This is an optimization exercise on Yosys and OpenROAD, whose aim is small area, not a production implementation.
Function was checked by simulation only, so behaviour that the tests miss may differ from the original.
Power figures rest on the tool's default switching activity, not on a simulated workload.

==> flow/design.v <==
module combA (
   input  wire [9:0] pixel_x,
   input  wire [9:0] pixel_y,
   output wire [1:0] sel_o,
   output wire [6:0] info_o
);
  wire new_n30, new_n31, new_n32, new_n33, new_n34, new_n35, new_n36,
    new_n37, new_n38, new_n39, new_n40, new_n41, new_n42, new_n43, new_n44,
    new_n45, new_n46, new_n47, new_n48, new_n49, new_n50, new_n53, new_n54,
    new_n55, new_n56, new_n57, new_n58, new_n59, new_n60, new_n61, new_n62,
    new_n63, new_n64, new_n65, new_n66, new_n67, new_n68, new_n69, new_n70,
    new_n72, new_n73, new_n74, new_n75, new_n76, new_n79, new_n80, new_n81,
    new_n82, new_n83, new_n84, new_n86, new_n87, new_n88, new_n89, new_n90,
    new_n91, new_n92, new_n93, new_n94, new_n95, new_n96, new_n97, new_n98,
    new_n99, new_n100, new_n101, new_n102, new_n103, new_n104, new_n105,
    new_n106, new_n107, new_n108, new_n109, new_n110, new_n111, new_n112,
    new_n113, new_n114, new_n115, new_n116, new_n117, new_n118, new_n119,
    new_n120, new_n121, new_n122, new_n123, new_n124, new_n125, new_n126,
    new_n127, new_n128, new_n129, new_n130, new_n131, new_n132, new_n133,
    new_n134, new_n135, new_n136, new_n137, new_n138, new_n139, new_n140,
    new_n141, new_n142, new_n143, new_n144, new_n145, new_n146, new_n147,
    new_n148, new_n149, new_n150, new_n151, new_n152, new_n153, new_n154,
    new_n155, new_n156, new_n157, new_n158, new_n159, new_n160, new_n161,
    new_n162, new_n163, new_n164, new_n165, new_n166, new_n167, new_n168,
    new_n169, new_n170, new_n171, new_n172, new_n173, new_n174, new_n175,
    new_n176, new_n177, new_n178, new_n179, new_n180, new_n181, new_n182,
    new_n183, new_n184, new_n185, new_n186, new_n187, new_n188, new_n189,
    new_n190, new_n191, new_n192, new_n193, new_n194, new_n195, new_n196,
    new_n197, new_n198, new_n199, new_n200, new_n201, new_n202, new_n203,
    new_n204, new_n205, new_n206, new_n207, new_n208, new_n209, new_n210,
    new_n211, new_n212, new_n213, new_n214, new_n215, new_n216, new_n217,
    new_n218, new_n219, new_n220, new_n221, new_n222, new_n223, new_n224,
    new_n225, new_n226, new_n227, new_n228, new_n229, new_n230, new_n231,
    new_n232, new_n233, new_n234, new_n235, new_n236, new_n237, new_n238,
    new_n239, new_n240, new_n241, new_n242, new_n243, new_n244, new_n245,
    new_n246, new_n247, new_n248, new_n249, new_n250, new_n251, new_n252,
    new_n253, new_n254, new_n255, new_n256, new_n257, new_n258, new_n259,
    new_n260, new_n261, new_n262, new_n263, new_n264, new_n265, new_n266,
    new_n267, new_n268, new_n269, new_n270, new_n271, new_n272, new_n273,
    new_n274, new_n275, new_n276, new_n277, new_n278, new_n279, new_n280,
    new_n281, new_n282, new_n283, new_n284, new_n285, new_n286, new_n287,
    new_n288, new_n289, new_n290, new_n291, new_n292, new_n293, new_n294,
    new_n295, new_n296, new_n297, new_n298, new_n300, new_n302, new_n303;
  assign new_n30 = pixel_x[4]  & ~pixel_x[7] ;
  assign new_n31 = pixel_x[4]  & pixel_x[5] ;
  assign new_n32 = ~pixel_x[4]  & ~pixel_x[7] ;
  assign new_n33 = ~new_n31 & ~new_n32;
  assign new_n34 = pixel_x[5]  & pixel_x[6] ;
  assign new_n35 = ~pixel_x[9]  & ~pixel_y[9] ;
  assign new_n36 = ~pixel_y[8]  & new_n35;
  assign new_n37 = ~pixel_x[8]  & ~pixel_y[5] ;
  assign new_n38 = ~pixel_y[6]  & ~pixel_y[7] ;
  assign new_n39 = new_n37 & new_n38;
  assign new_n40 = new_n36 & new_n39;
  assign new_n41 = pixel_x[1]  & pixel_x[2] ;
  assign new_n42 = pixel_x[3]  & new_n41;
  assign new_n43 = pixel_y[3]  & pixel_y[4] ;
  assign new_n44 = ~pixel_y[2]  & ~pixel_y[3] ;
  assign new_n45 = ~pixel_y[4]  & new_n44;
  assign new_n46 = ~new_n43 & ~new_n45;
  assign new_n47 = ~new_n42 & new_n46;
  assign new_n48 = new_n40 & new_n47;
  assign new_n49 = new_n34 & new_n48;
  assign new_n50 = ~new_n33 & new_n49;
  assign sel_o[0]  = ~new_n30 & new_n50;
  assign sel_o[1]  = pixel_x[4]  & new_n49;
  assign new_n53 = pixel_x[6]  & pixel_x[7] ;
  assign new_n54 = ~pixel_x[8]  & ~new_n53;
  assign new_n55 = pixel_x[8]  & new_n53;
  assign new_n56 = ~new_n54 & ~new_n55;
  assign new_n57 = ~pixel_x[6]  & pixel_x[7] ;
  assign new_n58 = pixel_x[5]  & new_n57;
  assign new_n59 = ~new_n56 & ~new_n58;
  assign new_n60 = pixel_y[6]  & pixel_y[7] ;
  assign new_n61 = new_n36 & new_n60;
  assign new_n62 = ~new_n59 & new_n61;
  assign new_n63 = pixel_x[2]  & new_n62;
  assign new_n64 = ~pixel_y[7]  & pixel_y[8] ;
  assign new_n65 = new_n35 & new_n64;
  assign new_n66 = new_n56 & new_n65;
  assign new_n67 = pixel_x[3]  & new_n66;
  assign new_n68 = pixel_x[1]  & new_n40;
  assign new_n69 = ~new_n67 & ~new_n68;
  assign new_n70 = ~new_n63 & new_n69;
  assign info_o[0]  = new_n50 & ~new_n70;
  assign new_n72 = pixel_x[3]  & new_n62;
  assign new_n73 = pixel_x[4]  & new_n66;
  assign new_n74 = pixel_x[2]  & new_n40;
  assign new_n75 = ~new_n73 & ~new_n74;
  assign new_n76 = ~new_n72 & new_n75;
  assign info_o[1]  = new_n50 & ~new_n76;
  assign info_o[2]  = pixel_x[3]  & new_n50;
  assign new_n79 = ~new_n62 & ~new_n66;
  assign new_n80 = pixel_y[1]  & new_n79;
  assign new_n81 = pixel_y[2]  & new_n62;
  assign new_n82 = pixel_y[3]  & new_n66;
  assign new_n83 = ~new_n81 & ~new_n82;
  assign new_n84 = ~new_n80 & new_n83;
  assign info_o[3]  = new_n50 & ~new_n84;
  assign new_n86 = pixel_y[3]  & new_n62;
  assign new_n87 = pixel_y[4]  & new_n66;
  assign new_n88 = pixel_y[2]  & new_n40;
  assign new_n89 = ~new_n87 & ~new_n88;
  assign new_n90 = ~new_n86 & new_n89;
  assign new_n91 = new_n50 & ~new_n90;
  assign new_n92 = ~pixel_x[5]  & ~pixel_x[6] ;
  assign new_n93 = new_n32 & new_n92;
  assign new_n94 = new_n48 & new_n93;
  assign new_n95 = ~pixel_x[6]  & new_n66;
  assign new_n96 = ~pixel_x[5]  & pixel_x[6] ;
  assign new_n97 = new_n61 & new_n96;
  assign new_n98 = ~new_n95 & ~new_n97;
  assign new_n99 = ~pixel_x[7]  & ~new_n98;
  assign new_n100 = ~new_n94 & ~new_n99;
  assign new_n101 = ~pixel_y[6]  & new_n66;
  assign new_n102 = pixel_y[4]  & ~pixel_y[6] ;
  assign new_n103 = ~pixel_y[5]  & ~new_n102;
  assign new_n104 = ~new_n66 & new_n103;
  assign new_n105 = ~new_n101 & ~new_n104;
  assign new_n106 = ~new_n84 & ~new_n105;
  assign new_n107 = ~new_n84 & new_n90;
  assign new_n108 = new_n90 & new_n105;
  assign new_n109 = ~new_n90 & ~new_n105;
  assign new_n110 = ~new_n108 & ~new_n109;
  assign new_n111 = new_n84 & new_n110;
  assign new_n112 = ~new_n107 & ~new_n111;
  assign new_n113 = ~new_n106 & new_n112;
  assign new_n114 = pixel_y[5]  & ~new_n62;
  assign new_n115 = pixel_y[4]  & new_n62;
  assign new_n116 = pixel_y[3]  & new_n40;
  assign new_n117 = ~new_n115 & ~new_n116;
  assign new_n118 = ~new_n114 & new_n117;
  assign new_n119 = ~new_n90 & new_n118;
  assign new_n120 = new_n113 & new_n119;
  assign new_n121 = ~new_n100 & new_n120;
  assign new_n122 = ~pixel_x[8]  & pixel_y[8] ;
  assign new_n123 = ~pixel_x[4]  & ~new_n61;
  assign new_n124 = ~pixel_x[8]  & new_n58;
  assign new_n125 = new_n123 & new_n124;
  assign new_n126 = ~new_n122 & ~new_n125;
  assign new_n127 = new_n84 & new_n126;
  assign new_n128 = ~new_n90 & ~new_n118;
  assign new_n129 = ~new_n34 & new_n48;
  assign new_n130 = new_n31 & new_n129;
  assign new_n131 = ~new_n97 & ~new_n130;
  assign new_n132 = pixel_x[7]  & ~new_n131;
  assign new_n133 = ~new_n84 & ~new_n132;
  assign new_n134 = new_n128 & ~new_n133;
  assign new_n135 = new_n61 & new_n92;
  assign new_n136 = ~new_n32 & ~new_n92;
  assign new_n137 = ~new_n30 & new_n92;
  assign new_n138 = ~new_n136 & ~new_n137;
  assign new_n139 = new_n129 & new_n138;
  assign new_n140 = ~new_n135 & ~new_n139;
  assign new_n141 = new_n110 & ~new_n140;
  assign new_n142 = ~new_n134 & ~new_n141;
  assign new_n143 = ~new_n127 & ~new_n142;
  assign new_n144 = ~new_n121 & ~new_n143;
  assign new_n145 = ~new_n105 & ~new_n128;
  assign new_n146 = ~new_n140 & ~new_n145;
  assign new_n147 = new_n84 & ~new_n90;
  assign new_n148 = ~pixel_x[5]  & ~new_n147;
  assign new_n149 = new_n146 & ~new_n148;
  assign new_n150 = ~new_n99 & ~new_n149;
  assign new_n151 = new_n144 & ~new_n150;
  assign new_n152 = ~new_n84 & ~new_n118;
  assign new_n153 = new_n94 & ~new_n152;
  assign new_n154 = ~new_n113 & new_n153;
  assign new_n155 = ~pixel_x[8]  & new_n61;
  assign new_n156 = new_n34 & new_n155;
  assign new_n157 = ~pixel_y[5]  & ~new_n128;
  assign new_n158 = new_n156 & ~new_n157;
  assign new_n159 = pixel_x[6]  & ~pixel_x[7] ;
  assign new_n160 = new_n123 & new_n159;
  assign new_n161 = ~new_n135 & ~new_n160;
  assign new_n162 = new_n128 & ~new_n161;
  assign new_n163 = new_n66 & new_n159;
  assign new_n164 = ~new_n162 & ~new_n163;
  assign new_n165 = ~new_n158 & new_n164;
  assign new_n166 = ~new_n154 & new_n165;
  assign new_n167 = ~new_n151 & new_n166;
  assign new_n168 = ~new_n66 & ~new_n155;
  assign new_n169 = new_n57 & ~new_n168;
  assign new_n170 = ~new_n94 & ~new_n169;
  assign new_n171 = new_n108 & ~new_n170;
  assign new_n172 = ~new_n90 & new_n113;
  assign new_n173 = ~pixel_x[6]  & ~pixel_x[8] ;
  assign new_n174 = new_n30 & new_n173;
  assign new_n175 = pixel_x[7]  & pixel_x[8] ;
  assign new_n176 = new_n61 & new_n175;
  assign new_n177 = ~new_n174 & ~new_n176;
  assign new_n178 = pixel_x[5]  & ~new_n177;
  assign new_n179 = new_n128 & new_n178;
  assign new_n180 = ~new_n90 & new_n169;
  assign new_n181 = pixel_x[6]  & new_n101;
  assign new_n182 = ~new_n180 & ~new_n181;
  assign new_n183 = ~new_n128 & ~new_n182;
  assign new_n184 = ~new_n125 & ~new_n183;
  assign new_n185 = ~new_n179 & new_n184;
  assign new_n186 = ~new_n172 & ~new_n185;
  assign new_n187 = pixel_x[8]  & new_n34;
  assign new_n188 = new_n90 & new_n118;
  assign new_n189 = ~new_n107 & ~new_n128;
  assign new_n190 = ~new_n188 & new_n189;
  assign new_n191 = new_n187 & ~new_n190;
  assign new_n192 = ~new_n84 & ~new_n90;
  assign new_n193 = new_n105 & new_n192;
  assign new_n194 = ~new_n179 & ~new_n193;
  assign new_n195 = ~new_n133 & ~new_n194;
  assign new_n196 = ~new_n191 & ~new_n195;
  assign new_n197 = ~new_n186 & new_n196;
  assign new_n198 = ~new_n171 & new_n197;
  assign new_n199 = new_n167 & new_n198;
  assign new_n200 = ~new_n107 & new_n169;
  assign new_n201 = ~new_n147 & new_n200;
  assign new_n202 = new_n199 & ~new_n201;
  assign new_n203 = new_n70 & ~new_n202;
  assign new_n204 = ~new_n76 & ~new_n203;
  assign new_n205 = ~new_n94 & ~new_n156;
  assign new_n206 = ~new_n118 & ~new_n205;
  assign new_n207 = new_n147 & new_n206;
  assign new_n208 = new_n169 & new_n193;
  assign new_n209 = ~new_n207 & ~new_n208;
  assign new_n210 = ~new_n132 & ~new_n163;
  assign new_n211 = new_n90 & ~new_n118;
  assign new_n212 = ~new_n210 & new_n211;
  assign new_n213 = ~new_n162 & ~new_n212;
  assign new_n214 = ~new_n84 & ~new_n213;
  assign new_n215 = new_n209 & ~new_n214;
  assign new_n216 = ~pixel_y[3]  & pixel_y[5] ;
  assign new_n217 = new_n163 & new_n216;
  assign new_n218 = ~new_n158 & ~new_n217;
  assign new_n219 = ~new_n193 & ~new_n218;
  assign new_n220 = pixel_x[6]  & new_n33;
  assign new_n221 = new_n48 & new_n220;
  assign new_n222 = ~new_n112 & new_n221;
  assign new_n223 = new_n90 & new_n178;
  assign new_n224 = ~new_n180 & ~new_n223;
  assign new_n225 = new_n152 & ~new_n224;
  assign new_n226 = new_n53 & new_n129;
  assign new_n227 = pixel_y[3]  & new_n187;
  assign new_n228 = new_n105 & new_n227;
  assign new_n229 = ~new_n226 & ~new_n228;
  assign new_n230 = ~new_n225 & new_n229;
  assign new_n231 = ~new_n222 & new_n230;
  assign new_n232 = ~new_n219 & new_n231;
  assign new_n233 = new_n215 & new_n232;
  assign new_n234 = ~new_n70 & ~new_n233;
  assign new_n235 = new_n185 & new_n233;
  assign new_n236 = ~new_n234 & ~new_n235;
  assign new_n237 = new_n199 & new_n236;
  assign new_n238 = new_n70 & new_n215;
  assign new_n239 = ~new_n199 & ~new_n238;
  assign new_n240 = ~new_n105 & new_n169;
  assign new_n241 = new_n62 & new_n228;
  assign new_n242 = ~new_n240 & ~new_n241;
  assign new_n243 = new_n84 & new_n118;
  assign new_n244 = ~new_n242 & new_n243;
  assign new_n245 = new_n144 & ~new_n244;
  assign new_n246 = ~new_n106 & ~new_n132;
  assign new_n247 = ~new_n105 & ~new_n156;
  assign new_n248 = ~new_n178 & new_n247;
  assign new_n249 = ~new_n192 & ~new_n248;
  assign new_n250 = ~new_n246 & new_n249;
  assign new_n251 = new_n76 & ~new_n250;
  assign new_n252 = ~new_n84 & ~new_n170;
  assign new_n253 = new_n210 & ~new_n252;
  assign new_n254 = new_n128 & ~new_n253;
  assign new_n255 = new_n193 & new_n226;
  assign new_n256 = ~new_n254 & ~new_n255;
  assign new_n257 = new_n251 & new_n256;
  assign new_n258 = new_n245 & new_n257;
  assign new_n259 = ~new_n239 & new_n258;
  assign new_n260 = ~new_n237 & new_n259;
  assign new_n261 = ~new_n204 & ~new_n260;
  assign new_n262 = pixel_x[3]  & new_n79;
  assign new_n263 = pixel_x[4]  & new_n62;
  assign new_n264 = pixel_x[5]  & new_n66;
  assign new_n265 = ~new_n263 & ~new_n264;
  assign new_n266 = ~new_n262 & new_n265;
  assign new_n267 = ~new_n261 & ~new_n266;
  assign new_n268 = new_n105 & new_n178;
  assign new_n269 = new_n126 & ~new_n268;
  assign new_n270 = ~new_n146 & ~new_n169;
  assign new_n271 = ~new_n119 & ~new_n270;
  assign new_n272 = new_n251 & ~new_n271;
  assign new_n273 = new_n167 & new_n272;
  assign new_n274 = new_n226 & ~new_n273;
  assign new_n275 = new_n269 & ~new_n274;
  assign new_n276 = new_n120 & ~new_n275;
  assign new_n277 = ~new_n76 & ~new_n195;
  assign new_n278 = new_n245 & new_n277;
  assign new_n279 = ~new_n234 & new_n278;
  assign new_n280 = new_n107 & new_n206;
  assign new_n281 = new_n269 & ~new_n280;
  assign new_n282 = ~new_n214 & new_n281;
  assign new_n283 = new_n144 & new_n282;
  assign new_n284 = new_n197 & new_n283;
  assign new_n285 = ~new_n70 & ~new_n284;
  assign new_n286 = new_n273 & ~new_n285;
  assign new_n287 = ~new_n279 & ~new_n286;
  assign new_n288 = new_n209 & new_n284;
  assign new_n289 = new_n70 & new_n278;
  assign new_n290 = ~new_n288 & new_n289;
  assign new_n291 = new_n266 & ~new_n290;
  assign new_n292 = ~new_n287 & new_n291;
  assign new_n293 = new_n105 & ~new_n118;
  assign new_n294 = ~new_n105 & new_n188;
  assign new_n295 = ~new_n293 & ~new_n294;
  assign new_n296 = ~new_n292 & new_n295;
  assign new_n297 = ~new_n276 & ~new_n296;
  assign new_n298 = ~new_n267 & ~new_n297;
  assign info_o[4]  = new_n91 | new_n298;
  assign new_n300 = pixel_y[3]  & new_n50;
  assign info_o[5]  = ~new_n79 | new_n300;
  assign new_n302 = new_n50 & ~new_n105;
  assign new_n303 = ~new_n40 & ~new_n62;
  assign info_o[6]  = ~new_n302 & ~new_n303;
endmodule
module combB (
   input  wire [1:0] a_sel,
   input  wire [6:0] a_info,
   input  wire [3:0] dig0,
   input  wire [3:0] dig1,
   input  wire [1:0] ball_num,
   output wire [1:0] b_area,
   output wire b_dot
);
  wire new_n23, new_n26, new_n27, new_n28, new_n29, new_n30, new_n31,
    new_n32, new_n33, new_n34, new_n35, new_n36, new_n37, new_n38, new_n39,
    new_n40, new_n41, new_n42, new_n43, new_n44, new_n45, new_n46, new_n47,
    new_n48, new_n49, new_n50, new_n51, new_n52, new_n53, new_n54, new_n55,
    new_n56, new_n57, new_n58, new_n59, new_n60, new_n61, new_n62, new_n63,
    new_n64, new_n65, new_n66, new_n67, new_n68, new_n69, new_n70, new_n71,
    new_n72, new_n73, new_n74, new_n75, new_n76, new_n77, new_n78, new_n79,
    new_n80, new_n81, new_n82, new_n83, new_n84, new_n85, new_n86, new_n87,
    new_n88, new_n89, new_n90, new_n91, new_n92, new_n93, new_n94, new_n95,
    new_n96, new_n97, new_n98, new_n99, new_n100, new_n101, new_n102,
    new_n103, new_n104, new_n105, new_n106, new_n107, new_n108, new_n109,
    new_n110, new_n111, new_n112, new_n113, new_n114, new_n115, new_n116,
    new_n117, new_n118, new_n119, new_n120, new_n121, new_n122, new_n123,
    new_n124, new_n125, new_n126, new_n127, new_n128, new_n129, new_n130,
    new_n131, new_n132, new_n133, new_n134, new_n135, new_n136, new_n137,
    new_n138, new_n139, new_n140, new_n141, new_n142, new_n143, new_n144,
    new_n145, new_n146, new_n147, new_n148, new_n149, new_n150, new_n151,
    new_n152, new_n153, new_n154, new_n155, new_n156, new_n157, new_n158,
    new_n159, new_n160, new_n161, new_n162, new_n163, new_n164, new_n165,
    new_n166, new_n167, new_n168, new_n169, new_n170, new_n171, new_n172,
    new_n173, new_n174, new_n175, new_n176, new_n177, new_n178, new_n179,
    new_n180, new_n181, new_n182, new_n183, new_n184, new_n185, new_n186,
    new_n187, new_n188, new_n189, new_n190, new_n191, new_n192, new_n193,
    new_n194, new_n195, new_n196, new_n197, new_n198, new_n199, new_n200,
    new_n201, new_n202, new_n203, new_n204, new_n205, new_n206, new_n207,
    new_n208, new_n209, new_n210, new_n211, new_n212, new_n213, new_n214,
    new_n215, new_n216, new_n217, new_n218, new_n219, new_n220, new_n221,
    new_n222, new_n223;
  assign new_n23 = ~a_sel[0]  & ~a_sel[1] ;
  assign b_area[0]  = a_info[5]  & new_n23;
  assign b_area[1]  = a_info[6]  | ~new_n23;
  assign new_n26 = a_info[5]  & ~a_info[6] ;
  assign new_n27 = a_info[4]  & new_n26;
  assign new_n28 = ~a_info[6]  & ~new_n27;
  assign new_n29 = ~a_sel[1]  & dig1[0] ;
  assign new_n30 = a_sel[0]  & ~ball_num[0] ;
  assign new_n31 = ~a_sel[0]  & ~dig0[0] ;
  assign new_n32 = a_sel[1]  & ~new_n31;
  assign new_n33 = ~new_n30 & new_n32;
  assign new_n34 = ~new_n29 & ~new_n33;
  assign new_n35 = ~new_n28 & ~new_n34;
  assign new_n36 = ~a_sel[1]  & dig1[1] ;
  assign new_n37 = a_sel[0]  & ~ball_num[1] ;
  assign new_n38 = ~a_sel[0]  & ~dig0[1] ;
  assign new_n39 = a_sel[1]  & ~new_n38;
  assign new_n40 = ~new_n37 & new_n39;
  assign new_n41 = ~new_n36 & ~new_n40;
  assign new_n42 = ~a_sel[1]  & dig1[2] ;
  assign new_n43 = ~a_sel[0]  & dig0[2] ;
  assign new_n44 = ~new_n42 & ~new_n43;
  assign new_n45 = a_info[4]  & a_info[6] ;
  assign new_n46 = a_info[3]  & new_n45;
  assign new_n47 = ~a_info[5]  & ~a_info[6] ;
  assign new_n48 = ~a_info[4]  & ~new_n47;
  assign new_n49 = ~a_info[3]  & ~a_info[6] ;
  assign new_n50 = ~new_n48 & new_n49;
  assign new_n51 = ~new_n46 & ~new_n50;
  assign new_n52 = new_n44 & new_n51;
  assign new_n53 = new_n41 & new_n52;
  assign new_n54 = ~new_n34 & ~new_n41;
  assign new_n55 = new_n28 & new_n54;
  assign new_n56 = new_n26 & ~new_n41;
  assign new_n57 = a_info[4]  & new_n56;
  assign new_n58 = ~new_n45 & ~new_n47;
  assign new_n59 = new_n41 & ~new_n58;
  assign new_n60 = new_n34 & ~new_n59;
  assign new_n61 = ~new_n57 & new_n60;
  assign new_n62 = a_info[3]  & new_n61;
  assign new_n63 = ~new_n55 & ~new_n62;
  assign new_n64 = a_info[3]  & new_n48;
  assign new_n65 = ~a_info[4]  & ~new_n64;
  assign new_n66 = new_n35 & new_n65;
  assign new_n67 = ~new_n35 & new_n64;
  assign new_n68 = ~new_n44 & ~new_n67;
  assign new_n69 = ~new_n66 & new_n68;
  assign new_n70 = ~new_n63 & new_n69;
  assign new_n71 = new_n41 & ~new_n62;
  assign new_n72 = ~new_n69 & new_n71;
  assign new_n73 = ~new_n70 & ~new_n72;
  assign new_n74 = new_n34 & new_n41;
  assign new_n75 = new_n26 & new_n65;
  assign new_n76 = a_info[3]  & new_n47;
  assign new_n77 = ~new_n75 & ~new_n76;
  assign new_n78 = ~new_n45 & new_n77;
  assign new_n79 = new_n74 & ~new_n78;
  assign new_n80 = ~new_n41 & ~new_n45;
  assign new_n81 = new_n34 & new_n80;
  assign new_n82 = ~new_n64 & ~new_n75;
  assign new_n83 = ~new_n47 & new_n82;
  assign new_n84 = new_n81 & new_n83;
  assign new_n85 = ~new_n55 & ~new_n84;
  assign new_n86 = ~new_n79 & new_n85;
  assign new_n87 = ~new_n44 & ~new_n86;
  assign new_n88 = a_info[0]  & ~new_n87;
  assign new_n89 = new_n73 & ~new_n88;
  assign new_n90 = ~new_n47 & new_n54;
  assign new_n91 = ~a_info[3]  & ~new_n90;
  assign new_n92 = ~new_n86 & new_n91;
  assign new_n93 = a_info[4]  & new_n90;
  assign new_n94 = new_n69 & ~new_n93;
  assign new_n95 = ~new_n92 & new_n94;
  assign new_n96 = ~new_n41 & new_n44;
  assign new_n97 = ~a_info[3]  & new_n45;
  assign new_n98 = new_n96 & ~new_n97;
  assign new_n99 = new_n82 & new_n98;
  assign new_n100 = ~new_n95 & ~new_n99;
  assign new_n101 = ~new_n89 & new_n100;
  assign new_n102 = ~new_n34 & new_n46;
  assign new_n103 = new_n44 & new_n102;
  assign new_n104 = ~new_n101 & ~new_n103;
  assign new_n105 = ~new_n53 & ~new_n104;
  assign new_n106 = ~new_n51 & ~new_n74;
  assign new_n107 = ~new_n34 & new_n41;
  assign new_n108 = ~new_n59 & ~new_n107;
  assign new_n109 = ~new_n106 & new_n108;
  assign new_n110 = new_n44 & ~new_n109;
  assign new_n111 = new_n77 & new_n107;
  assign new_n112 = new_n110 & ~new_n111;
  assign new_n113 = new_n44 & ~new_n46;
  assign new_n114 = ~new_n26 & new_n74;
  assign new_n115 = ~new_n113 & ~new_n114;
  assign new_n116 = ~new_n84 & ~new_n115;
  assign new_n117 = ~new_n112 & new_n116;
  assign new_n118 = new_n84 & new_n112;
  assign new_n119 = ~a_info[0]  & ~new_n118;
  assign new_n120 = ~new_n117 & new_n119;
  assign new_n121 = a_info[3]  & ~new_n120;
  assign new_n122 = new_n61 & ~new_n121;
  assign new_n123 = ~new_n90 & new_n106;
  assign new_n124 = ~a_info[6]  & new_n123;
  assign new_n125 = new_n95 & ~new_n124;
  assign new_n126 = new_n122 & new_n125;
  assign new_n127 = ~new_n105 & ~new_n126;
  assign new_n128 = new_n35 & new_n127;
  assign new_n129 = ~a_sel[1]  & dig1[3] ;
  assign new_n130 = ~a_sel[0]  & dig0[3] ;
  assign new_n131 = ~new_n129 & ~new_n130;
  assign new_n132 = ~new_n53 & new_n73;
  assign new_n133 = ~new_n131 & ~new_n132;
  assign new_n134 = ~a_info[0]  & ~new_n127;
  assign new_n135 = new_n133 & ~new_n134;
  assign new_n136 = ~new_n128 & new_n135;
  assign new_n137 = new_n44 & ~new_n56;
  assign new_n138 = ~new_n120 & new_n137;
  assign new_n139 = new_n28 & ~new_n56;
  assign new_n140 = new_n122 & new_n139;
  assign new_n141 = ~a_info[0]  & new_n46;
  assign new_n142 = ~new_n96 & new_n141;
  assign new_n143 = ~new_n90 & ~new_n142;
  assign new_n144 = new_n115 & new_n143;
  assign new_n145 = ~new_n140 & new_n144;
  assign new_n146 = ~new_n138 & ~new_n145;
  assign new_n147 = ~new_n45 & ~new_n50;
  assign new_n148 = new_n35 & new_n147;
  assign new_n149 = new_n100 & ~new_n102;
  assign new_n150 = new_n27 & new_n34;
  assign new_n151 = new_n52 & ~new_n107;
  assign new_n152 = ~new_n150 & new_n151;
  assign new_n153 = ~new_n75 & ~new_n152;
  assign new_n154 = new_n110 & new_n153;
  assign new_n155 = new_n149 & new_n154;
  assign new_n156 = new_n131 & ~new_n155;
  assign new_n157 = ~new_n148 & new_n156;
  assign new_n158 = ~new_n146 & new_n157;
  assign new_n159 = ~a_info[1]  & ~new_n158;
  assign new_n160 = ~new_n136 & new_n159;
  assign new_n161 = ~new_n74 & ~new_n101;
  assign new_n162 = a_info[3]  & ~new_n48;
  assign new_n163 = ~new_n161 & new_n162;
  assign new_n164 = ~new_n44 & ~new_n123;
  assign new_n165 = a_info[6]  & new_n54;
  assign new_n166 = new_n164 & ~new_n165;
  assign new_n167 = ~new_n140 & new_n166;
  assign new_n168 = ~new_n163 & new_n167;
  assign new_n169 = a_info[0]  & ~new_n152;
  assign new_n170 = ~new_n120 & ~new_n169;
  assign new_n171 = new_n131 & ~new_n170;
  assign new_n172 = ~new_n168 & new_n171;
  assign new_n173 = ~new_n127 & ~new_n131;
  assign new_n174 = a_info[1]  & ~new_n173;
  assign new_n175 = ~new_n172 & new_n174;
  assign new_n176 = ~a_info[2]  & ~new_n175;
  assign new_n177 = ~new_n160 & new_n176;
  assign new_n178 = new_n44 & ~new_n123;
  assign new_n179 = ~new_n28 & ~new_n44;
  assign new_n180 = new_n28 & new_n44;
  assign new_n181 = ~new_n179 & ~new_n180;
  assign new_n182 = new_n81 & new_n181;
  assign new_n183 = ~new_n28 & new_n41;
  assign new_n184 = ~new_n34 & ~new_n50;
  assign new_n185 = ~new_n96 & new_n184;
  assign new_n186 = ~new_n183 & new_n185;
  assign new_n187 = ~new_n182 & ~new_n186;
  assign new_n188 = new_n156 & new_n187;
  assign new_n189 = ~new_n87 & ~new_n188;
  assign new_n190 = ~new_n178 & new_n189;
  assign new_n191 = ~new_n34 & new_n45;
  assign new_n192 = new_n53 & ~new_n191;
  assign new_n193 = ~new_n131 & ~new_n192;
  assign new_n194 = new_n100 & new_n193;
  assign new_n195 = ~new_n190 & new_n194;
  assign new_n196 = new_n56 & new_n62;
  assign new_n197 = new_n44 & new_n109;
  assign new_n198 = ~new_n196 & new_n197;
  assign new_n199 = ~new_n34 & new_n57;
  assign new_n200 = ~new_n74 & ~new_n199;
  assign new_n201 = new_n164 & new_n200;
  assign new_n202 = new_n131 & ~new_n201;
  assign new_n203 = ~new_n198 & new_n202;
  assign new_n204 = new_n162 & new_n179;
  assign new_n205 = ~new_n123 & ~new_n204;
  assign new_n206 = new_n203 & new_n205;
  assign new_n207 = new_n123 & ~new_n181;
  assign new_n208 = ~a_info[0]  & ~new_n207;
  assign new_n209 = ~new_n206 & new_n208;
  assign new_n210 = ~new_n195 & new_n209;
  assign new_n211 = a_info[1]  & ~new_n210;
  assign new_n212 = new_n133 & new_n149;
  assign new_n213 = ~a_info[0]  & ~a_info[1] ;
  assign new_n214 = ~new_n212 & ~new_n213;
  assign new_n215 = new_n189 & new_n214;
  assign new_n216 = ~new_n203 & new_n213;
  assign new_n217 = ~new_n194 & new_n216;
  assign new_n218 = a_info[2]  & ~new_n217;
  assign new_n219 = ~new_n215 & new_n218;
  assign new_n220 = ~new_n211 & new_n219;
  assign new_n221 = ~new_n177 & ~new_n220;
  assign new_n222 = ~new_n23 & ~new_n221;
  assign new_n223 = a_info[4]  & new_n23;
  assign b_dot = new_n222 | new_n223;
endmodule
module text (
   input  wire        clk,
   input  wire        rst,
   input  wire [9:0]  pixel_x,
   input  wire [9:0]  pixel_y,
   input  wire [3:0]  dig0,
   input  wire [3:0]  dig1,
   input  wire [1:0]  ball_num,
   output wire [2:0]  text_strings_on,
   output reg         text_bit_on,
   output wire [2:0]  text_color
);
   wire [1:0] sel;
   wire [6:0] info;
   combA u_a (.pixel_x(pixel_x), .pixel_y(pixel_y), .sel_o(sel), .info_o(info));
   reg [1:0] a_sel;
   reg [6:0] a_info;
   always @(posedge clk) begin
      a_sel  <= sel;
      a_info <= info;
   end
   wire [1:0] area_b;
   wire       dot_b;
   combB u_b (.a_sel(a_sel), .a_info(a_info), .dig0(dig0), .dig1(dig1), .ball_num(ball_num),
              .b_area(area_b), .b_dot(dot_b));
   reg [1:0] b_area, c_area, d_area, e_area;
   reg       b_dot, c_dot, d_dot;
   always @(posedge clk) begin
      b_area <= area_b;
      b_dot  <= dot_b;
      c_area <= b_area;
      c_dot  <= b_dot;
      d_area <= c_area;
      d_dot  <= c_dot;
      e_area <= d_area;
   end
   always @(posedge clk) begin
      if (rst)
         text_bit_on <= 1'b0;
      else
         text_bit_on <= d_dot;
   end
   assign text_strings_on = {e_area == 2'd3, e_area == 2'd2, e_area == 2'd1};
   assign text_color      = 3'b011;
endmodule
==> flow/flow/run.sh <==
#!/bin/bash
# Own layout flow:
# 2. an area synthesis of the same RTL (Yosys generic synthesis without fsm/share,
#    flattened; ABC area mapping with a few scripts), its flip-flops renamed to the
#    standard netlist's names; the smallest result that Yosys proves equivalent to
#    the standard netlist (flip-flops paired by name) replaces it;
# 3. the standard layout (floorplan .. finish), with buf_1 port buffers.
set -euo pipefail
W=$PWD
F=$W/flow
R=$W/orfs/results/$FLOW_PLATFORM/text/base
YOSYS=${YOSYS_EXE:-$FLOW_HOME/../tools/install/yosys/bin/yosys}
[ -x "$YOSYS" ] || YOSYS=yosys
LIB=$FLOW_HOME/platforms/$FLOW_PLATFORM/lib/sky130_fd_sc_hd__tt_025C_1v80.lib
TO=""; command -v timeout > /dev/null && TO="timeout 900"

# 1. standard synthesis
bash standard.sh synth > $W/1_synth.log 2>&1
cp $R/1_2_yosys.v $W/1_2_yosys.std.v

# 2. area synthesis
best=""; best_area=""
for s in $F/remap*.script; do
  n=$(basename $s .script)
  mkdir -p $W/$n
  if REMAP_LIB=$LIB REMAP_OUT=$W/$n REMAP_DESIGN=$FLOW_DESIGN REMAP_ABC=$s FLOW_TOP=$FLOW_TOP \
       $TO $YOSYS -c $F/resynth.tcl > $W/2_$n.log 2>&1 &&
     python3 $F/rename_ffs.py $W/1_2_yosys.std.v $W/$n/1_2_yosys.raw.v $W/$n/1_2_yosys.remap.v >> $W/2_$n.log 2>&1 &&
     $TO bash $F/eqcheck.sh $YOSYS $LIB $W/1_2_yosys.std.v $W/$n/1_2_yosys.remap.v $FLOW_TOP > $W/3_eqcheck_$n.log 2>&1; then
    a=$(awk '/Chip area for (top )?module/ {print $NF}' $W/$n/remap_stat.txt | tail -1)
    echo "$n $a" >> $W/3_remap_areas.log
    if [ -z "$best" ] || awk -v a="$a" -v b="$best_area" 'BEGIN {exit !(a < b)}'; then
      best=$n; best_area=$a
    fi
  else
    echo "$n failed" >> $W/3_remap_areas.log
  fi
done
if [ -n "$best" ]; then
  cp $W/$best/1_2_yosys.remap.v $R/1_2_yosys.v
  rm -f $R/1_synth.odb $R/1_synth.sdc
  echo "using $best ($best_area)" >> $W/3_remap_areas.log
else
  echo "standard netlist kept" >> $W/3_remap_areas.log
fi

# 3. standard layout
bash standard.sh "BUFFER_PORTS_ARGS=-buffer_cell sky130_fd_sc_hd__buf_1" "CTS_ARGS=-sink_clustering_enable -sink_clustering_size 30 -sink_clustering_max_diameter 1000 -buf_list sky130_fd_sc_hd__clkbuf_4 -root_buf sky130_fd_sc_hd__clkbuf_4 -dont_use_dummy_load -repair_clock_nets" finish > $W/4_layout.log 2>&1
==> flow/flow/eqcheck.sh <==
#!/bin/bash
# eqcheck.sh YOSYS LIB gold.v gate.v TOP : equivalence of two netlists, registers matched by name
Y=$1; LIB=$2; T=$5
D=$(mktemp -d)
sed "s/^module $T(/module gold(/; s/^module $T (/module gold (/" $3 > $D/gold.v
sed "s/^module $T(/module gate(/; s/^module $T (/module gate (/" $4 > $D/gate.v
$Y -p "read_liberty -ignore_miss_func $LIB; read_verilog $D/gold.v; read_verilog $D/gate.v; setattr -mod -set keep 1 gold gate; flatten gold gate; proc; opt_clean; async2sync; equiv_make gold gate equiv; hierarchy -top equiv; equiv_simple -seq 2; equiv_induct; equiv_status -assert"
r=$?; rm -rf $D; exit $r
==> flow/flow/remap1.script <==
strash
dch
amap
==> flow/flow/remap10.script <==
strash
dch -f
amap -m
strash
dch -f
amap -m
strash
dch -f
amap -m
==> flow/flow/remap2.script <==
strash
dch -f
amap
==> flow/flow/remap3.script <==
strash
&get -n
&dch -f
&nf -R 1000 -p
&put
==> flow/flow/remap4.script <==
strash
dch -f
amap
strash
dch -f
amap
==> flow/flow/remap5.script <==
strash
dch
amap
strash
dch
amap
==> flow/flow/remap6.script <==
strash
dch -f
amap
strash
dch -f
amap
strash
dch -f
amap
==> flow/flow/remap7.script <==
strash
dch
amap
strash
dch
amap
strash
dch
amap
==> flow/flow/remap8.script <==
strash
dch -f
amap
strash
dch
amap
==> flow/flow/remap9.script <==
strash
dch -f
amap -m
==> flow/flow/rename_ffs.py <==
#!/usr/bin/env python3
"""rename_ffs.py STD.v RAW.v OUT.v: give each flip-flop instance of RAW.v the
instance name of the standard netlist's flip-flop that drives the same Q net,
and rename RAW.v's other auto-named (_N_) instances and nets apart from the
standard netlist's. Fails unless both have the same flip-flops (count, Q nets
and cell types)."""
import re, sys
std, raw, out = sys.argv[1:4]
pat = re.compile(r'^\s*(sky130_fd_sc_hd__df\w+)\s+(\S+)\s*\((.*?)\);', re.S | re.M)
def ffs(txt):
    d = {}
    for m in pat.finditer(txt):
        q = re.search(r'\.Q\(\s*(.*?)\s*\)', m.group(3), re.S).group(1).strip()
        d[q] = (m.group(1), m.group(2))
    return d
s_txt, r_txt = open(std).read(), open(raw).read()
s_ff, r_ff = ffs(s_txt), ffs(r_txt)
if set(s_ff) != set(r_ff):
    sys.exit('flip-flop Q nets differ: %s' % sorted(set(s_ff) ^ set(r_ff)))
for q in s_ff:
    if s_ff[q][0] != r_ff[q][0]:
        sys.exit('cell type differs for %s: %s vs %s' % (q, s_ff[q][0], r_ff[q][0]))
# auto-named objects _N_ -> _rN_ so no internal name is shared with STD.v
r_txt = re.sub(r'(?<![\w$\\])_(\d+)_(?![\w$])', r'_r\1_', r_txt)
def ren(m):
    q = re.search(r'\.Q\(\s*(.*?)\s*\)', m.group(3), re.S).group(1).strip()
    q = re.sub(r'(?<![\w$\\])_(\d+)_(?![\w$])', r'_r\1_', q)
    return m.group(0)
# rename the flip-flop instances
def ren2(m):
    body = m.group(3)
    q = re.search(r'\.Q\(\s*(.*?)\s*\)', body, re.S).group(1).strip()
    key = re.sub(r'_r(\d+)_', r'_\1_', q)
    name = s_ff[key][1]
    return '%s %s (%s);' % (m.group(1), name + (' ' if name.startswith('\\') else ''), body)
r_txt = pat.sub(lambda m: '  ' + ren2(m), r_txt)
open(out, 'w').write(r_txt)
==> flow/flow/resynth.tcl <==
# Area synthesis of the design's RTL (design.v): Yosys's generic synthesis
# without its fsm and share passes, flattened, flip-flops mapped with
# dfflibmap, combinational logic mapped by ABC with an area script.
# rename_ffs.py then gives each flip-flop the name of the standard
# synthesis's flip-flop on the same net.
yosys -import
set lib $::env(REMAP_LIB)
set out $::env(REMAP_OUT)
set dont_use {-dont_use sky130_fd_sc_hd__probe_p_8 -dont_use sky130_fd_sc_hd__probec_p_8 -dont_use *lpflow*}
read_verilog -sv $::env(REMAP_DESIGN)
hierarchy -check -top $::env(FLOW_TOP)
synth -top $::env(FLOW_TOP) -flatten -nofsm -noshare -noabc
opt -purge
dfflibmap -liberty $lib {*}$dont_use
opt
setundef -zero
abc -script $::env(REMAP_ABC) -liberty $lib {*}$dont_use
opt_clean -purge
hilomap -hicell sky130_fd_sc_hd__conb_1 HI -locell sky130_fd_sc_hd__conb_1 LO

splitnets
opt_clean -purge
tee -o $out/remap_stat.txt stat -liberty $lib
write_verilog -noattr -nohex -nodec $out/1_2_yosys.raw.v
==> flow/standard.sh <==
#!/bin/bash
# synth_recipe.tcl (not shown) runs the flow's synth.tcl, then flattens the netlist and writes it again
# the make line also repeats each setting of config.mk as NAME=value (left out here)
make -C /OpenROAD-flow-scripts/flow DESIGN_CONFIG=/design/flow/config.mk WORK_HOME=/design/flow/orfs CLKGATE_MAP_FILE= SYNTH_SCRIPT=/design/flow/synth_recipe.tcl "${@:-finish}"
==> flow/config.mk <==
export PLATFORM = sky130hd
export DESIGN_NAME = text
export DESIGN_NICKNAME = text
export VERILOG_FILES = /design/flow/design.v
export SDC_FILE = /design/flow/constraint.sdc
export NUM_CORES = 4
export LEC_CHECK = 0
export CAP_MARGIN = 20
export CORE_MARGIN = 2
export CORE_UTILIZATION = 22
export CTS_BUF_LIST = sky130_fd_sc_hd__clkbuf_4
export GPL_TIMING_DRIVEN = 0
export SLEW_MARGIN = 20
export SYNTH_MEMORY_MAX_BITS = 16384
==> flow/constraint.sdc <==
create_clock -name core_clock -period 10.0 [get_ports {clk}]
set_input_delay 2.0000 -clock core_clock [delete_from_list [all_inputs] [get_ports {clk}]]
set_output_delay 2.0000 -clock core_clock [all_outputs]
set_load 0.01 [all_outputs]
==> reports/qor.yml, run 1 <==
status: "complete, no violations"
slew_headroom: 0.320
hold_path.class: "flip-flop to flip-flop"
ctsLongestPathBuffers: 2
criticalPathCategory: "input pin to flip-flop"
hold_viol_final: 0
cts_resized: 0
vias_per_cell: 5.56
die_h_um: 99.6
postRouteAntennaNets: 0
grt_pass1_wl_um: 10800
syn_area_mm2: 0.00201
start_kind: "input pin"
r2r_end: "b_dot"
arrival_ns: 7.23
antenna_found_initial: 0
fin_ws_ns: 2.94
clock_skew_ns: 0.0201
p_leak_nw: 0.726
clock_latency_ns: 0.30
cts_made_buffers: 3
cts_max_level: 1
core-area_mm2: 0.00881
dp_hpwl_um: 5340
ioPinCount: 39
reg2reg_slack_ns: 5.27
setup_tns_ns: 0
drt-pass1-iter-count: 5
track_usage: 0.128
cp_max_fo: 9
max-cap-violations: 0
dr_total_vias: 2671
cts_root_buf: "clkbuf_4"
post-place-ws_ns: 2.89
path_clk_slew_ns: 0.11
drc: 0
setup_viol: 0
hold_end: "c_dot"
start_util: 0.228
cts-hold-fix-buffers: 0
area_growth_pct: 14.7
die-area_mm2: 0.00992
period_needed_ns: 7.06
fin_nets: 406
avgSynthCellArea_um2: 6.02
finalWirelength_um: 6620
drive_above_1_share: 0.0134
ir_drop_uv: 40.1
cts_setup_buffers: 0
wl_per_cell_um: 13.8
cp.required_ns: 10.17
drt-initial-drc-count: 247
fillers: 987
hold_depth: 0
rows: 34
overflow: 0
endpoint_kind: "flip-flop"
synthesis.nets: 366
tritoncts: "yes"
reg2reg_from: "a_sel[0]"
fin_crit_sh: 0.706
rsz0062_at_grt: "false"
synth_cells: 334
grt_max_degree: 13
grt_pass1_vias: 2461
dieWidth_um: 99.6
post-route-util: 0.262
yosysWarnings: 1
reg2reg_depth: 20
hp-start: "b_dot"
cts.sinks: 21
report.final.slew_viol_count: 0
max_freq_mhz: 142
gp_congestion: 1.01
total_power_mw: 0.183
numPortBuffers: 33
worst_pin_slew_ns: 1.02
power.density_mw_per_mm2: 79.5
diodes: 0
fin_hold_ws_ns: 0.310
-- layer usage --
metal  vias up  GRT usage  share of wire
li1       1290          -              -
met1      1180      0.151           0.40
met2       174      0.230           0.48
met3        27     0.0190          0.085
met4         0     0.0506          0.029
met5         -          0              0
-- power by group --
group	total [mW]	switching [mW]	internal (mW)
combinational	0.0584	0.0390	0.0194
sequential	0.0883	0.00136	0.0869
clock	0.0367	0.0226	0.0140
total	0.183	0.0629	0.120
-- flip-flops by register name, indices dropped and copies added (netlist names), 2 cells and up --
name,cells
a_info,7
a_sel,2
b_area,2
c_area,2
d_area,2
e_area,2
-- cell usage in the layout, fill, tap and decap left out, drive strengths merged, types with 5 or more instances in the layout --
| cell type | count |
|---|---|
| o21ai | 26 |
| nand2 | 31 |
| nand3 | 7 |
| a21oi | 17 |
| or2 | 5 |
| a222oi | 5 |
| o22ai | 12 |
| nor2 | 79 |
| buf | 34 |
| dfxtp | 21 |
| clkinv | 43 |
| nor4 | 5 |
| a31oi | 9 |
| nor3 | 17 |
-- metrics by stage --
| stage | std cells | cell area [um2] |
|---|---|---|
| after floorplan | 334 | 2010 |
| after global placement | 475 | 2270 |
| after detailed placement | 477 | 2280 |
| after CTS | 480 | 2310 |
| after global routing | 480 | 2310 |
| final | 480 | 2310 |
-- area by class of cell --
type | count | area, um2 | share of cell area
multi-input combinational | 270 | 1430 | 0.619
inverter | 43 | 161 | 0.0700
sequential | 21 | 420 | 0.182
clock buffer | 3 | 22.5 | 0.00976
tap | 108 | 135 | 0.0586
timing repair buffer | 35 | 139 | 0.0602
-- worst max-delay path by stage --
stage                     startpoint  slack, ns  cells past startpoint         to
after floorplan           pixel_x[9]       3.84                     21  a_info[4]
after global placement    pixel_x[6]       2.03                     24  a_info[4]
after detailed placement  pixel_x[6]       2.89                     26  a_info[4]
after CTS                 pixel_x[6]       3.17                     25  a_info[4]
after global routing      pixel_x[6]       2.65                     25  a_info[4]
final                     pixel_x[6]       2.94                     25  a_info[4]
-- critical path: stages --
cell and delay, ns:
buf_1 0.18, clkinv_1 0.26, o22ai_1 0.24, nor3_1 0.08, nand2_1 0.13, clkinv_1 0.24
a222oi_1 0.70, clkdlybuf4s18_2 0.38, clkinv_1 0.20, o22ai_1 0.31, nand2_1 0.09, nand2_1 0.12
o21ai_0 0.17, or3_1 0.43, nor2_1 0.12, a21oi_1 0.08, o21a_1 0.13, nor4_1 0.34
nor3b_1 0.36, o21ai_0 0.13, o21ai_0 0.11, a31oi_1 0.10, o21bai_1 0.18, nand2b_1 0.07
o21ai_0 0.07
==> run 2: changes to the inputs <==
--- a/flow/config.mk
+++ b/flow/config.mk
@@ -7,7 +7,7 @@
 export LEC_CHECK = 0
 export CAP_MARGIN = 20
 export CORE_MARGIN = 2
-export CORE_UTILIZATION = 22
+export CORE_UTILIZATION = 30
 export CTS_BUF_LIST = sky130_fd_sc_hd__clkbuf_4
 export GPL_TIMING_DRIVEN = 0
 export SLEW_MARGIN = 20
removed: flow/flow/remap10.script
removed: flow/flow/remap9.script
==> reports/qor.yml, run 2 <==
status: "complete, no violations"
cpMostUsedCell: "o21ai_0"
grt_pass1_wl_um: 11200
max-cap-violations: 0
area_growth_pct: 13.1
gp_congestion: 0.982
r2r_end: "b_dot"
worst_pin_slew_ns: 0.843
dieWidth_um: 85.9
hold_depth: 0
overflow: 0
fin_nets: 407
start_util: 0.313
tritoncts: "yes"
cts_resized: 0
grt_pass1_vias: 2473
final_cell_mix: "nor2_1 (79), clkinv_1 (43), buf_1 (33)"
path_delay_family: "compound AO/OA/AOI/OAI gates"
hold_end: "e_area[1]"
track_usage: 0.180
total_power_mw: 0.181
cts_max_level: 1
power.density_mw_per_mm2: 79.7
max_freq_mhz: 149
clock_latency_ns: 0.29
placed_cells: 447
report.final.slew_viol_count: 0
ioPinCount: 39
reg2reg_from: "a_sel[0]"
cts_root_buf: "clkbuf_4"
avgSynthCellArea_um2: 6.02
arrival_ns: 6.85
numPortBuffers: 33
criticalPathCategory: "input pin to flip-flop"
hold_path.class: "flip-flop to flip-flop"
wl_met3_um: 658
max_stage_delay_ns: 0.64
reg2reg_slack_ns: 5.44
cp_max_fo: 9
finalWirelength_um: 6560
fin_crit_sh: 0.671
fin_hold_ws_ns: 0.337
core-area_mm2: 0.00642
hold_viol_final: 0
period_needed_ns: 6.71
drive_above_1_share: 0.0161
top_layer: "met4"
reg2reg_depth: 20
setup_viol: 0
layout_commonest_cell: "nor2_1"
largest_reg_flops: 7
synth_cells: 334
rsz0062_at_grt: "false"
antenna_found_initial: 0
wl_met1_um: 2580
drc: 0
wl_per_cell_um: 14.6
drt-initial-drc-count: 286
grt_max_degree: 13
start_kind: "input pin"
met2_length_um: 3120
rows: 29
vias_per_cell: 6.06
hp-start: "d_area[1]"
ir_drop_uv: 48.7
syn_area_mm2: 0.00201
post-place-ws_ns: 3.19
cts.sinks: 21
ctsLongestPathBuffers: 2
cts_made_buffers: 3
cp.required_ns: 10.14
drt-pass1-iter-count: 23
cp.buffers_inverters: 5
synthesis.nets: 366
final_cells: 450
p_leak_nw: 0.728
crit_slowest_cell: "a222oi_1"
path_clk_slew_ns: 0.11
dr_total_vias: 2727
die-area_mm2: 0.00737
clock_skew_ns: 0.0191
die_h_um: 85.9
fin_ws_ns: 3.29
endpoint_kind: "flip-flop"
diodes: 0
cts-hold-fix-buffers: 0
regMostFlops: "a_info"
dp_hpwl_um: 5360
slew_headroom: 0.438
setup_tns_ns: 0
cts_setup_buffers: 0
postRouteAntennaNets: 0
yosysWarnings: 1
run 2: changes by cell type in the layout (fill, tap and decap cells not counted):
| cell | before | now |
|---|---|---|
| buf_2 | 1 | 2 |
run 2: worst register-to-register path: cells and delay by family (launching register included):
family	cells	cell delay, ns
AOI/OAI and AO/OA	11	1.86
and+or+nand+nor	7	1.56
buffers and inverters	2	0.59
DFF	1	0.43
run 2: where the power goes:
group	internal, mW	switching, mW
combinational	0.0198	0.0388
sequential	0.0869	0.00138
clock	0.0140	0.0204
total	0.121	0.0605
run 2: metrics by stage:
stage	area (um2)	utilization
floorplan	2010	-
global placement	2230	0.347
detailed placement	2250	0.350
CTS	2270	0.354
global route	2270	0.354
finish	2270	0.354
run 2: metal layers:
metal  track usage  vias up
met1         0.223     1181
met2         0.324      217
li1              -     1299
met3        0.0192       30
met5             0        -
met4        0.0563        0
run 2: final cells by class:
cell class                      instances  area, um2
Clock buffer                            3       22.5
Inverter                               43        161
Sequential cell                        21        420
Multi-Input combinational cell        270       1430
Tap cell                               77       96.3
Timing Repair Buffer                   36        144
Fill cell                             716       4150
run 2: how the worst max path moves through the flow:
stage | from | end | slack [ns] | depth (start not counted)
6_report | pixel_x[6] | a_info[4] | 3.29 | 25
5_1_grt | pixel_x[6] | a_info[4] | 2.83 | 26
4_1_cts | pixel_x[6] | a_info[4] | 3.45 | 25
3_5_place_dp | pixel_x[6] | a_info[4] | 3.19 | 25
3_3_place_gp | pixel_x[6] | a_info[4] | 2.30 | 24
2_1_floorplan | pixel_x[9] | a_info[4] | 3.84 | 21

[static timing again, ports no longer ideal]
How much do the figures lean on ideal ports? The routed layouts below were timed once more, with nothing changed but the port constraints.
Step 1 sets driving cells, clkbuf_16 on the clock port and buf_2 on the other inputs (assumed; they add their load-dependent delay and slew).
Step 2 moves the port delays by t, midway between the first and last clock arrival at a register: inputs arrive t later, outputs are due t later. That takes back most of the time a late clock gives input paths.
Slacks: ideal / step 1 / step 2; pairs: ideal / step 1.
run	shift t [ns]	slack for setup (ns)	slew at the worst register clock pin (ns)	worst slew at a driven data input, ns
run 1	0.316	2.943 / 2.942 / 2.626	0.11 / 0.11	0.03
run 2	0.299	3.288 / 3.281 / 2.982	0.11 / 0.11	0.04
After both steps every run listed still meets setup and hold. The setup slack of run 1, which loses most, moves by -0.001 ns with the drivers and by -0.317 ns with both steps.
